What follows belongs to an exercise in optimizing a design on an open flow for small area, a short achievable clock period and few clock cycles; a production flow would make more cautious choices.
Only simulation tests tie the RTL to the original design; equivalence was not proved.
No activity file was given, so power comes from the tool's default toggle rates.

Setup of the previous run:
==> flow/design.v <==
module C_KSAdd #(parameter W = 16) (
	input [W-1:0] a,
	input [W-1:0] b,
	input ci,
	output [W-1:0] s,
	output co
);
	wire [W-1:0] p = a ^ b;
	wire [W-1:0] g0 = (a & b) | {{(W-1){1'b0}}, p[0] & ci};
	reg [W-1:0] g, pp;
	integer d, i;
	always @* begin
		g = g0;
		pp = p;
		for (d = 1; d < W; d = d * 2) begin
			for (i = W - 1; i >= d; i = i - 1) begin
				g[i] = g[i] | (pp[i] & g[i - d]);
				pp[i] = pp[i] & pp[i - d];
			end
		end
	end
	assign s = p ^ {g[W-2:0], ci};
	assign co = g[W-1];
endmodule
module P_Liu (
	input clk,
	input rst,
	input [15:0] inputLine,
	output [15:0] outputLine,
	output outputLineWrite,
	output [9:0] imem_addr,
	input [15:0] imem_rdata,
	output [9:0] dmem_addr,
	output [15:0] dmem_wdata,
	output dmem_we,
	input [15:0] dmem_rdata
);
	reg [9:0] fa;         
	reg dv;               
	reg [15:0] ir;        
	reg [8:0] sa;         
	reg [9:0] sb;         
	reg xv;               
	reg xp;               
	reg lph;              
	reg [9:0] maddr;      
	reg mwe;              
	reg [15:0] wdr;       
	reg owr;              
	reg [15:0] sp, ra, pc;
	reg [15:0] x0, x1, x2, x3, x4, x5, x6, x7;
	assign imem_addr = fa;
	assign dmem_addr = maddr;
	assign dmem_we = mwe;
	assign dmem_wdata = wdr;
	assign outputLine = wdr;
	assign outputLineWrite = owr;
	wire [15:0] iw = imem_rdata;
	wire d_load = (iw[15:12] == 4'b0101) | (iw[15:6] == 10'b0111000011) |
	              (iw[15:10] == 6'b001110);
	wire d_a_rs2 = iw[15:12] == 4'b0000;
	wire d_a_ra  = iw[15:11] == 5'b00111;
	wire [2:0] d_ra = d_a_rs2 ? iw[8:6] : iw[2:0];
	wire [8:0] d_sa = d_a_ra ? 9'h100 : {1'b0, 8'd1 << d_ra};
	wire d_g_sp = iw[15:10] == 6'b011101;
	wire d_b_sp = (d_g_sp & ((iw[9:3] == 7'b0100000) | (iw[9:3] == 7'b0000000))) |
	              (iw[15:10] == 6'b011110) | (iw[15:11] == 5'b00111) |
	              (iw[15:13] == 3'b010);
	wire d_b_pc = d_g_sp & ((iw[9:3] == 7'b1100000) | (iw[9:3] == 7'b1000000));
	wire [9:0] d_sb = d_b_sp ? 10'h100 : (d_b_pc ? 10'h200 : {2'b00, 8'd1 << iw[5:3]});
	wire d_far = (iw[15:10] == 6'b001111) | (iw[15:10] == 6'b011111) |
	             (iw[15:12] == 4'b0110);
	wire d_pred = d_far | (iw[15] & iw[12]);
	wire [9:0] d_off = d_far ? iw[9:0] : {{3{iw[12]}}, iw[12:6]};
	wire [9:0] d_tgt;
	C_KSAdd #(.W(10)) DTGT (.a(pc[10:1]), .b(d_off), .ci(xv), .s(d_tgt), .co());
	wire [2:0] rd  = ir[2:0];
	wire i_alu   = ir[15:12] == 4'b0000;
	wire i_lu    = ir[15:11] == 5'b00010;
	wire i_ll    = ir[15:11] == 5'b00011;
	wire i_addi  = ir[15:12] == 4'b0010;
	wire i_shift = ir[15:11] == 5'b00110;
	wire i_ret   = ir[15:10] == 6'b001110;
	wire i_jump  = ir[15:10] == 6'b001111;
	wire i_strsp = ir[15:12] == 4'b0100;
	wire i_rtvsp = ir[15:12] == 4'b0101;
	wire g_io    = ir[15:10] == 6'b011100;
	wire i_str   = g_io & (ir[9:6] == 4'b0010);
	wire i_rtv   = g_io & (ir[9:6] == 4'b0011);
	wire g_rw    = g_io & (ir[9:7] != 3'b001);
	wire i_read  = g_rw & (ir[5:3] == 3'b000);
	wire i_write = g_rw & (ir[5:3] != 3'b000);
	wire g_sp    = ir[15:10] == 6'b011101;
	wire i_getsp = g_sp & (ir[9:3] == 7'b0000000);
	wire i_chgsp = g_sp & (ir[9:3] == 7'b0100000);
	wire i_setsp = g_sp & (ir[9:3] == 7'b0100001);
	wire i_getpc = g_sp & (ir[9:3] == 7'b1000000);
	wire i_chgpc = g_sp & (ir[9:3] == 7'b1100000);
	wire i_setpc = g_sp & ~i_getsp & ~i_chgsp & ~i_setsp & ~i_getpc & ~i_chgpc;
	wire i_chgspi = ir[15:10] == 6'b011110;
	wire i_chgpci = (ir[15:10] == 6'b011111) | (ir[15:12] == 4'b0110);
	wire i_br    = ir[15];
	wire i_load  = i_rtvsp | i_rtv | i_ret;
	wire i_store = i_strsp | i_str | i_jump;
	wire [15:0] A = ({16{sa[0]}} & x0) | ({16{sa[1]}} & x1) | ({16{sa[2]}} & x2) |
	                ({16{sa[3]}} & x3) | ({16{sa[4]}} & x4) | ({16{sa[5]}} & x5) |
	                ({16{sa[6]}} & x6) | ({16{sa[7]}} & x7) | ({16{sa[8]}} & ra);
	wire [15:0] B = ({16{sb[0]}} & x0) | ({16{sb[1]}} & x1) | ({16{sb[2]}} & x2) |
	                ({16{sb[3]}} & x3) | ({16{sb[4]}} & x4) | ({16{sb[5]}} & x5) |
	                ({16{sb[6]}} & x6) | ({16{sb[7]}} & x7) | ({16{sb[8]}} & sp) |
	                ({16{sb[9]}} & pc);
	wire [2:0] aop = ir[11:9];
	wire [15:0] imm6   = {{10{ir[11]}}, ir[11:6]};
	wire [15:0] imm9s  = {{6{ir[11]}}, ir[11:3], 1'b0};
	wire [15:0] imm10s = {{5{ir[9]}}, ir[9:0], 1'b0};
	wire [15:0] imm7s  = {{8{ir[12]}}, ir[12:6], 1'b0};
	wire a_sub = i_alu & (aop == 3'b100);
	wire a_imm = i_addi | i_chgspi | i_ret | i_strsp | i_rtvsp;
	wire [15:0] immA = i_addi ? imm6 : ((i_strsp | i_rtvsp) ? imm9s : imm10s);
	wire a_inv = a_sub | i_br;
	wire [15:0] ain2 = a_imm ? immA : (A ^ {16{a_inv}});
	wire [15:0] ap = B ^ ain2;
	wire [15:0] ag = B & ain2;
	wire [15:0] kg0 = {ag[15:1], ag[0] | (ap[0] & a_sub)};
	wire [15:0] kp0 = ap;
	wire [15:0] kg1 = kg0 | (kp0 & {kg0[14:0], 1'b0});
	wire [15:0] kp1 = kp0 & {kp0[14:0], 1'b0};
	wire [15:0] kg2 = kg1 | (kp1 & {kg1[13:0], 2'b0});
	wire [15:0] kp2 = kp1 & {kp1[13:0], 2'b0};
	wire [15:0] kg3 = kg2 | (kp2 & {kg2[11:0], 4'b0});
	wire [15:0] kp3 = kp2 & {kp2[11:0], 4'b0};
	wire [15:0] kg4 = kg3 | (kp3 & {kg3[7:0], 8'b0});
	wire [15:0] sum = ap ^ {kg4[14:0], a_sub};
	wire eq = &ap;
	wire lt = kg4[15];
	reg cond;
	always @* begin
		case (ir[14:13])
			2'b00: cond = eq;
			2'b01: cond = lt;
			2'b10: cond = ~eq;
			default: cond = ~lt;
		endcase
	end
	reg [15:0] lg;
	always @* begin
		case (aop[1:0])
			2'b01: lg = ag;
			2'b10: lg = ag | ap;
			default: lg = ap;
		endcase
	end
	wire [3:0] sk = ir[9:6];
	wire [31:0] rot2 = {B, B} << sk;
	wire [15:0] rot = rot2[31:16];
	wire [15:0] lowm = ~(16'hFFFF << sk);
	wire [15:0] sh = rot & (ir[10] ? lowm : ~lowm);
	wire [15:0] pc2;
	C_KSAdd #(.W(15)) PC2 (.a(pc[15:1]), .b(15'd0), .ci(1'b1), .s(pc2[15:1]), .co());
	assign pc2[0] = pc[0];
	wire [15:0] pcadd;
	C_KSAdd #(.W(15)) PCADD (.a(pc[15:1]), .b(i_br ? imm7s[15:1] : imm10s[15:1]), .ci(1'b0),
		.s(pcadd[15:1]), .co());
	assign pcadd[0] = pc[0];
	wire nr = ~rst;
	wire s_mem = nr & lph;
	wire s_add = nr & ~lph & ((i_alu & (aop[1:0] == 2'b00)) | i_addi);
	wire s_log = nr & ~lph & i_alu & (aop[1:0] != 2'b00);
	wire s_sh  = nr & ~lph & i_shift;
	wire s_lu  = nr & ~lph & i_lu;
	wire s_ll  = nr & ~lph & i_ll;
	wire s_b   = nr & ~lph & (i_getsp | i_getpc);
	wire s_in  = nr & ~lph & i_read;
	wire [15:0] wdata =
		({16{s_mem}} & dmem_rdata) |
		({16{s_add}} & sum) |
		({16{s_log}} & (lg ^ {16{aop[2]}})) |
		({16{s_sh}} & sh) |
		({16{s_lu}} & {ir[10:3], A[7:0]}) |
		({16{s_ll}} & {{8{ir[10]}}, ir[10:3]}) |
		({16{s_b}} & B) |
		({16{s_in}} & inputLine);
	wire xdone = xv & (~i_load | lph);
	wire gpr_we = xdone & (i_alu | i_lu | i_ll | i_addi | i_shift | i_rtvsp |
	                       i_rtv | i_read | i_getsp | i_getpc);
	wire sp_we = xdone & (i_chgsp | i_chgspi | i_ret | i_setsp);
	wire ra_we = xdone & (i_jump | i_ret);
	wire btk = i_br & cond;
	wire j_add = i_jump | i_chgpci | btk;
	wire j_a = i_ret | i_setpc;
	wire p_sum = nr & i_chgpc;
	wire p_a = nr & j_a;
	wire p_add = nr & j_add;
	wire p_2 = nr & ~(i_chgpc | j_a | j_add);
	wire [15:0] npc = ({16{p_sum}} & sum) | ({16{p_a}} & A) |
	                  ({16{p_add}} & pcadd) | ({16{p_2}} & pc2);
	wire r_sum = xv & i_chgpc;
	wire r_a = xv & ((i_setpc) | (i_ret & ~lph));
	wire r_add = xv & btk & ~xp;
	wire r_2 = xv & i_br & ~cond & xp;
	wire redir = r_sum | r_a | r_add | r_2;
	wire capture = ~(xv & i_load & ~lph);
	wire f_d = ~redir & dv & d_pred;
	wire f_inc = ~redir & ~(dv & (d_pred | d_load));
	wire f_hold = ~redir & dv & d_load;
	wire [9:0] fa1;
	C_KSAdd #(.W(10)) FA1 (.a(fa), .b(10'd0), .ci(1'b1), .s(fa1), .co());
	wire [9:0] nfa = ({10{r_sum}} & sum[10:1]) | ({10{r_a}} & A[10:1]) |
	                 ({10{r_add}} & pcadd[10:1]) | ({10{r_2}} & pc2[10:1]) |
	                 ({10{f_d}} & d_tgt) | ({10{f_inc}} & fa1) |
	                 ({10{f_hold}} & fa);
	always @(posedge clk or posedge rst) begin
		if (rst) begin
			fa <= 10'd0;
			dv <= 1'b0;
			xv <= 1'b0;
			lph <= 1'b0;
			mwe <= 1'b0;
			owr <= 1'b0;
		end else begin
			fa <= nfa;
			dv <= f_inc;
			if (capture) xv <= dv & ~redir;
			lph <= xv & i_load & ~lph;
			mwe <= xv & i_store;
			owr <= xv & i_write;
		end
	end
	always @(posedge clk) begin
		if (capture) begin
			ir <= iw;
			sa <= d_sa;
			sb <= d_sb;
			xp <= d_pred;
		end
		maddr <= (i_str | i_rtv | i_jump) ? B[10:1] : sum[10:1];
		wdr <= A;
	end
	wire [7:0] rf_we = {8{rst}} | ({8{gpr_we}} & (8'd1 << rd));
	always @(posedge clk) begin
		if (rst | xdone) pc <= npc;
		if (rst | sp_we) sp <= ({16{nr & i_setsp}} & A) | ({16{nr & ~i_setsp}} & sum);
		if (rst | ra_we) ra <= ({16{nr & i_ret}} & dmem_rdata) | ({16{nr & ~i_ret}} & pc2);
		if (rf_we[0]) x0 <= wdata;
		if (rf_we[1]) x1 <= wdata;
		if (rf_we[2]) x2 <= wdata;
		if (rf_we[3]) x3 <= wdata;
		if (rf_we[4]) x4 <= wdata;
		if (rf_we[5]) x5 <= wdata;
		if (rf_we[6]) x6 <= wdata;
		if (rf_we[7]) x7 <= wdata;
	end
endmodule
Settings: LEC_CHECK=0, CAP_MARGIN=20, CORE_MARGIN=2, CORE_UTILIZATION=40, SLEW_MARGIN=20; clock period 11.0 ns.
standard.sh (not shown) runs the stock make flow with config.mk's settings and CLKGATE_MAP_FILE= SYNTH_SCRIPT=/design/flow/synth_recipe.tcl, a recipe that flattens the netlist after the stock synthesis.
==> flow/flow/run.sh <==
#!/bin/bash
set -euo pipefail
bash standard.sh SETUP_SLACK_MARGIN=6.5 TNS_END_PERCENT=10 \
  "BUFFER_PORTS_ARGS=-buffer_cell sky130_fd_sc_hd__buf_2" \
  finish > standard_make.log 2>&1
Testbench counts of the previous run, summed over its fixed seeds: cycles 59,843.
#### Input delta (the current run over the previous run)
-- flow/design.v --
<<< the previous run, line 48
	reg [15:0] wdr;       
	reg owr;              
	reg [15:0] sp, ra, pc;
	reg [15:0] x0, x1, x2, x3, x4, x5, x6, x7;
>>> the current run, line 48
	reg [15:0] wdr;       
	reg owr;              
	reg rq;               
	reg [15:0] sp, ra, pc;
	reg [15:0] x0, x1, x2, x3, x4, x5, x6, x7;
<<< the previous run, line 163
		.s(pcadd[15:1]), .co());
	assign pcadd[0] = pc[0];
	wire nr = ~rst;
	wire s_mem = nr & lph;
	wire s_add = nr & ~lph & ((i_alu & (aop[1:0] == 2'b00)) | i_addi);
>>> the current run, line 164
		.s(pcadd[15:1]), .co());
	assign pcadd[0] = pc[0];
	wire nr = ~rq;
	wire s_mem = nr & lph;
	wire s_add = nr & ~lph & ((i_alu & (aop[1:0] == 2'b00)) | i_addi);
<<< the previous run, line 237
		wdr <= A;
	end
	wire [7:0] rf_we = {8{rst}} | ({8{gpr_we}} & (8'd1 << rd));
	always @(posedge clk) begin
		if (rst | xdone) pc <= npc;
		if (rst | sp_we) sp <= ({16{nr & i_setsp}} & A) | ({16{nr & ~i_setsp}} & sum);
		if (rst | ra_we) ra <= ({16{nr & i_ret}} & dmem_rdata) | ({16{nr & ~i_ret}} & pc2);
		if (rf_we[0]) x0 <= wdata;
		if (rf_we[1]) x1 <= wdata;
>>> the current run, line 238
		wdr <= A;
	end
	always @(posedge clk) rq <= rst;
	wire [7:0] rf_we = {8{rq}} | ({8{gpr_we}} & (8'd1 << rd));
	always @(posedge clk) begin
		if (rq | xdone) pc <= npc;
		if (rq | sp_we) sp <= ({16{nr & i_setsp}} & A) | ({16{nr & ~i_setsp}} & sum);
		if (rq | ra_we) ra <= ({16{nr & i_ret}} & dmem_rdata) | ({16{nr & ~i_ret}} & pc2);
		if (rf_we[0]) x0 <= wdata;
		if (rf_we[1]) x1 <= wdata;
Notes after the runs:
- The previous run → the current run: time the final worst path needs with I/O delays and setup up 370 ps, worst slew margin relative to its limit down 12 points, share of synthesized registers carrying an async set or reset flat.
- Synthesized area delta (the current run -> the previous run): insignificant
- The current run ends up with a global routing met1 resource utilization that is 0.61 points higher than in the previous run.
- The current run vs. the previous run: power drawn by the clock network moved down, final worst slack moved down, floorplan die area level, total of clock buffers placed in the layout moved down.
- NOTE detail-routed net length per standard cell the previous run->the current run increased by a few percent
- Final number of hold-violating endpoints: the previous run vs the current run identical
- met3 track utilization from global routing is lower on the previous run
- Clock latency at the later pin of the worst-skew pair of the previous run is on par with the current run.
- The area growth from synthesis to final layout in the current run was higher than what the previous run gave.
Testbench counts of the current run, summed over its fixed seeds: cycles 59,843.

==> afterwards: timing with drivers on the ports <==
No port has a modelled driver above. Below, the same layouts with a new extraction and two added sets of constraints. Step 1 sets driving cells, clkbuf_16 on the clock port and buf_2 on the other inputs (assumed; they add their load-dependent delay and slew). Step 2 adds t to the input delays and takes it off the output delays; t is the mean of the earliest and latest rising clock arrival at the registers after step 1. Input paths then give back, and output paths get back, about the clock's delay inside the block. a / b / c = no drivers / after step 1 / after step 2; a / b = the first two.
run	shift t [ns]	slack for setup (ns)	worst register clock-pin slew, ns
the previous run	0.625	6.450 / 6.450 / 5.945	0.07 / 0.07
the current run	0.614	6.083 / 6.083 / 5.751	0.08 / 0.08
After both steps setup and hold are still met in every run listed. The setup slack of the previous run, which loses most, moves by 0.000 ns with the drivers and by -0.505 ns with both steps.
